Source: an optimization exercise on an open RTL-to-GDS flow (aim: small area and a short achievable clock period). Production flows keep margins and buffers that such runs may drop. In this exercise RTL edits were held to simulation tests only and were not proved equivalent to the original. Power is estimated from default activity; no workload was simulated.

P:
## rr_arbiter
module rr_arbiter(clk, resetb, ack, request, grant);
	parameter integer WIDTH = 64;
	localparam integer LOGW = 6;
	input clk, resetb, ack;
	input [WIDTH - 1:0] request;
	output [WIDTH - 1:0] grant;
	wire            valid;
	wire [LOGW-1:0] last;
	wire            any;
	wire [LOGW-1:0] idx;
	arbiter arbiter(.req(request), .last(last), .any(any), .idx(idx));
	register #(.LOGW(LOGW)) state(.clk(clk), .rst(resetb), .ack(ack), .any(any), .idx(idx), .valid(valid), .last(last));
	decoder #(.WIDTH(WIDTH), .LOGW(LOGW)) final_decoder(.valid(valid), .in(last), .out(grant));
endmodule
Settings: LEC_CHECK=0, CAP_MARGIN=20, CORE_MARGIN=2, CORE_UTILIZATION=40, SETUP_SLACK_MARGIN=4.3, SLEW_MARGIN=20; clock period 8.0 ns.
standard.sh (not shown) runs the stock make flow with config.mk's settings and CLKGATE_MAP_FILE= SYNTH_SCRIPT=/design/flow/synth_recipe.tcl, a recipe that flattens the netlist after the stock synthesis.
==> flow/flow/run.sh <==
#!/bin/bash
# The standard layout, with the port buffers made as plain buf_1 cells.
set -euo pipefail
export BUFFER_PORTS_ARGS="-buffer_cell sky130_fd_sc_hd__buf_1"
bash standard.sh > standard.log 2>&1
Modified inputs, Q compared to P
- changing CORE_UTILIZATION from 40 to 60
Notes after the runs:
The destination of the critical timing path comes out state.last[2] in one run and state.last[5] in the other, namely in Q and P respectively.
Taking P as the reference, in Q via count now larger, power per cell area has remained practically unchanged, instance count after placement with tap cells included went down 25, combinational share of power now smaller, total power consumption of the routed design shrank by 1.4%.
Looking at maximum operating frequency across both flows, Q is the stronger of the two, with P trailing.
--- input diff Q..R ---
- CORE_UTILIZATION now 40, was 60
- SETUP_SLACK_MARGIN now 5.0, was 4.3
==> flow/flow/run.sh <==
#!/bin/bash
# The standard layout, with two changes: the port buffers are plain buf_1
# cells, and the slow OR-type cells (an OR is a NOR plus an inverter in one
# cell, with a weak stacked pull-up) are kept out of synthesis and repair.
set -euo pipefail
slow=""
for c in or3 or3b or4 or4b or4bb o41a; do
  for s in 1 2 4; do slow="$slow sky130_fd_sc_hd__${c}_$s"; done
done
cp config.mk flow_config.mk
echo "export DONT_USE_CELLS += $slow" >> flow_config.mk
sed "s#DESIGN_CONFIG=[^ ]*#DESIGN_CONFIG=$PWD/flow_config.mk#" standard.sh > flow_standard.sh
export BUFFER_PORTS_ARGS="-buffer_cell sky130_fd_sc_hd__buf_1"
bash flow_standard.sh > standard.log 2>&1
- Timing, DRC, antenna: 0 failures across R and Q
- Summary of the comparison: number of nets in the layout is higher in R, relative to Q.
- Across both runs, final period demand of the worst path was lower for R than for Q.
- Share of total power in the clock network, R and Q: larger value in Q
- In the tables for R and Q, cell area after layout reads higher with R.
- When R is measured against Q, its proportion of total power due to net switching turns out 6.1 points lower.
- Taking Q over R, the detail-routed via count per cell ratio works out to 1.07.
- Hold slack delta (R − Q): favourable
- Looking at clock power across both flows, R is the stronger of the two, with Q trailing.
- Against Q, R comes in 4.1 mm higher on sum of routed wire length over all layers.
- Lower non-clock buffer count among R and Q: Q
- R vs Q: sequential-to-total area share from yosys stat down
Inputs modified between R and S:
- SETUP_SLACK_MARGIN now 4.3, was 5.0
==> comparison <==
Combinational group share of total power: higher on R
S has reg2reg setup slack above what R had.
Taking R as the reference, in S placer's final routability congestion estimate shows a reduction of 3.6%; post-layout total power shows a reduction of about 50%.

Another version of the RTL of rr_arbiter (not shown whole).
Size: roughly 380 cells after synthesis, ~7 flip-flops, ~130 I/O pins, roughly 2400 um^2 of cells after synthesis.
Settings: LEC_CHECK=0, CAP_MARGIN=20, CORE_MARGIN=2, CORE_UTILIZATION=40, SETUP_SLACK_MARGIN=4.5, SLEW_MARGIN=20; clock period 8.0 ns.
==> flow/flow/run.sh <==
#!/bin/bash
# The standard layout, with two changes: the port buffers are plain buf_1
# cells, and the slow OR-type cells (an OR is a NOR plus an inverter in one
# cell, with a weak stacked pull-up) are kept out of synthesis and repair.
set -euo pipefail
slow=""
for c in or3 or3b or4 or4b or4bb o41a; do
  for s in 1 2 4; do slow="$slow sky130_fd_sc_hd__${c}_$s"; done
done
cp config.mk flow_config.mk
echo "export DONT_USE_CELLS += $slow" >> flow_config.mk
sed "s#DESIGN_CONFIG=[^ ]*#DESIGN_CONFIG=$PWD/flow_config.mk#" standard.sh > flow_standard.sh
export BUFFER_PORTS_ARGS="-buffer_cell sky130_fd_sc_hd__buf_1"
bash flow_standard.sh > standard.log 2>&1
The first run completed without violations.
Next try:
==> flow/flow/run.sh (replaced) <==
#!/bin/bash
# The standard layout with three changes:
# - Yosys's ABC maps the logic with flow/abc.script (one area-recovering
#   mapping after choice computation) instead of ORFS's speed script; the
#   rest of the synthesis, synth_recipe.tcl included, is unchanged.
# - The slow OR-type cells (a NOR plus an inverter in one cell, with a weak
#   stacked pull-up) are kept out of synthesis and repair.
# - The port buffers are plain buf_1 cells.
set -euo pipefail
here=$PWD
slow=""
for c in or3 or3b or4 or4b or4bb o41a; do
  for s in 1 2 4; do slow="$slow sky130_fd_sc_hd__${c}_$s"; done
done
cp config.mk flow_config.mk
echo "export DONT_USE_CELLS += $slow" >> flow_config.mk
cat > flow_synth.tcl <<EOT
proc abc {args} {
  set i [lsearch -exact \$args -script]
  if {\$i >= 0} { set args [lreplace \$args \$i [expr {\$i + 1}] -script $here/flow/abc.script] }
  yosys abc {*}\$args
}
source $here/synth_recipe.tcl
EOT
sed -e "s#DESIGN_CONFIG=[^ ]*#DESIGN_CONFIG=$here/flow_config.mk#" \
    -e "s#SYNTH_SCRIPT=[^ ]*#SYNTH_SCRIPT=$here/flow_synth.tcl#" standard.sh > flow_standard.sh
export BUFFER_PORTS_ARGS="-buffer_cell sky130_fd_sc_hd__buf_1"
bash flow_standard.sh > standard.log 2>&1
==> flow/flow/abc.script (new file) <==
&get -n
&st
&syn2
&dch -f
&nf -a -R 1000
&put
Settings changed: CTS_BUF_LIST set to sky130_fd_sc_hd__clkbuf_2, CTS_CLUSTER_SIZE set to 30, SETUP_SLACK_MARGIN 4.5 to 4.1.
Via count came out higher by 4.0%.
Non-clock buffer count came out lower by 16.
Final area came out lower by 20%.
Clock-buffer cell count does not change.
Cell count is about the same.
Worst hold slack degrades by 0.032 ns.
Global-route usage came out higher by 2.4 points.
Die area came out lower by about 13%.
Register-to-register slack degrades by 0.44 ns.
Next try:
==> flow/flow/abc.script (replaced) <==
&get -n
&st
&syn2
&dch -f
&nf -a
&put
Settings changed: CORE_UTILIZATION 40 to 55, CTS_BUF_LIST sky130_fd_sc_hd__clkbuf_2 to unset, CTS_CLUSTER_SIZE 30 to unset, SETUP_SLACK_MARGIN 4.1 to 4.3.
The new run went through all stages and came out clean.
Count of clock-buffer cells in the layout does not change.
Worst hold slack is better by 0.0050 ns.
Worst setup slack improves by 0.19 ns.
Routed wire length increases by 3.3%.
First-iteration DRC count rises by about 60%.
Global-route usage grows by 9.3 points.
Final area rose by about 12%.
Clock skew is about the same.
Synthesized area went up by 8.5%.
Utilization climbs by 23 points.
Maximum frequency rose by about 5%.
Next try:
==> flow/flow/abc.script (replaced) <==
&get -n
&st
&syn2
&dch -f
&nf -a -R 1000
&put
Settings changed: CORE_UTILIZATION 55 to 40, SETUP_SLACK_MARGIN 4.3 to 4.1.
Result: Routed wire length shrinks by a few percent. Total power shrinks by a few percent. Worst hold slack is worse by 0.018 ns.
Next try:
==> flow/flow/run.sh (replaced) <==
#!/bin/bash
# The standard layout, with two changes: the port buffers are plain buf_1
# cells, and the slow OR-type cells (an OR is a NOR plus an inverter in one
# cell, with a weak stacked pull-up) are kept out of synthesis and repair.
set -euo pipefail
slow=""
for c in or3 or3b or4 or4b or4bb o41a; do
  for s in 1 2 4; do slow="$slow sky130_fd_sc_hd__${c}_$s"; done
done
cp config.mk flow_config.mk
echo "export DONT_USE_CELLS += $slow" >> flow_config.mk
sed "s#DESIGN_CONFIG=[^ ]*#DESIGN_CONFIG=$PWD/flow_config.mk#" standard.sh > flow_standard.sh
export BUFFER_PORTS_ARGS="-buffer_cell sky130_fd_sc_hd__buf_1"
bash flow_standard.sh > standard.log 2>&1
Settings changed: SETUP_SLACK_MARGIN 4.1 to 4.0.
removed: flow/flow/abc.script
Synthesized area goes up by about a fifth.
Count of clock-buffer cells in the layout does not change.
Via count goes down by a few percent.
Wire length goes down by a few percent.
Synthesized cell count goes down slightly.
Clock skew barely changes.
Sequential share of layout area goes down by 0.47 points.
Clock power goes up by a few percent.
Cell count goes down by a few percent.
Sequential cell count is unchanged.
Cell area goes up by a little under a tenth.
Next try:
==> flow/flow/run.sh (replaced) <==
#!/bin/bash
# The standard layout with three changes:
# - Yosys's ABC maps the logic with flow/abc.script (one area-recovering
#   mapping after choice computation) instead of ORFS's speed script; the
#   rest of the synthesis, synth_recipe.tcl included, is unchanged.
# - The slow OR-type cells (a NOR plus an inverter in one cell, with a weak
#   stacked pull-up) are kept out of synthesis and repair.
# - The port buffers are plain buf_1 cells.
set -euo pipefail
here=$PWD
slow=""
for c in or3 or3b or4 or4b or4bb o41a; do
  for s in 1 2 4; do slow="$slow sky130_fd_sc_hd__${c}_$s"; done
done
cp config.mk flow_config.mk
echo "export DONT_USE_CELLS += $slow" >> flow_config.mk
cat > flow_synth.tcl <<EOT
proc abc {args} {
  set i [lsearch -exact \$args -script]
  if {\$i >= 0} { set args [lreplace \$args \$i [expr {\$i + 1}] -script $here/flow/abc.script] }
  yosys abc {*}\$args
}
source $here/synth_recipe.tcl
EOT
sed -e "s#DESIGN_CONFIG=[^ ]*#DESIGN_CONFIG=$here/flow_config.mk#" \
    -e "s#SYNTH_SCRIPT=[^ ]*#SYNTH_SCRIPT=$here/flow_synth.tcl#" standard.sh > flow_standard.sh
export BUFFER_PORTS_ARGS="-buffer_cell sky130_fd_sc_hd__buf_1"
bash flow_standard.sh > standard.log 2>&1
==> flow/flow/abc.script (new file) <==
&get -n
&st
&syn2
&syn2
&dch -f
&nf -a -R 1000
&put
Settings changed: CTS_BUF_LIST set to sky130_fd_sc_hd__clkbuf_2, CTS_CLUSTER_SIZE set to 30, PLACE_DENSITY set to 0.75, SETUP_SLACK_MARGIN 4.0 to 4.2.
Outcome: Utilization goes up by 5.4 points; worst setup slack improves by 0.13 ns; total power decreases by about a fifth; hold slack barely changes; non-clock buffer count does not change; count of clock-buffer cells in the layout stays the same; synthesized cell count grows by a few percent; area after synthesis is lower by about a fifth; combinational power drops by a little under a tenth; routed wire length is higher by a few percent; maximum frequency rose by a few percent.

==> afterwards: timing with drivers on the ports <==
How much do the figures lean on ideal ports? The routed layouts below were timed once more, with nothing changed but the port constraints.
Step 1 sets driving cells, clkbuf_16 on the clock port and buf_2 on the other inputs (assumed; they add their load-dependent delay and slew).
Step 2, shift: input delay + t, output delay - t, t = (earliest + latest rising clock arrival at the registers) / 2. This alone moves slack from input paths to output paths.
Three values: no drivers, after step 1, after step 2; two values: the first two.
| run | shift t [ns] | slack for setup (ns) | worst register clock-pin slew, ns | worst slew at a driven data input, ns | cell pins on the clock port's net |
|---|---|---|---|---|---|
| P | 0.246 | 4.291 / 4.291 / 4.045 | 0.04 / 0.04 | 0.04 | 1 |
| Q | 0.259 | 4.308 / 4.311 / 4.052 | 0.04 / 0.04 | 0.04 | 1 |
| R | 0.243 | 4.543 / 4.525 / 4.282 | 0.04 / 0.04 | 0.06 | 1 |
| S | 0.243 | 4.397 / 4.394 / 4.151 | 0.04 / 0.04 | 0.04 | 1 |
| the first run of note 2 | 0.248 | 4.447 / 4.432 / 4.183 | 0.04 / 0.04 | 0.07 | 1 |
| the second run of note 2 | 0.237 | 4.109 / 4.105 / 3.867 | 0.07 / 0.07 | 0.04 | 1 |
| the third run of note 2 | 0.248 | 4.295 / 4.292 / 4.044 | 0.04 / 0.04 | 0.04 | 1 |
| the fourth run of note 2 | 0.238 | 4.181 / 4.180 / 3.942 | 0.04 / 0.04 | 0.03 | 1 |
| the fifth run of note 2 | 0.245 | 4.193 / 4.171 / 3.983 | 0.04 / 0.04 | 0.04 | 1 |
| the sixth run of note 2 | 0.236 | 4.322 / 4.305 / 4.089 | 0.07 / 0.07 | 0.04 | 1 |
After both steps every run listed still meets setup and hold. For the first run of note 2, which loses most, drivers alone change the setup slack by -0.015 ns; drivers and shift together by -0.264 ns.
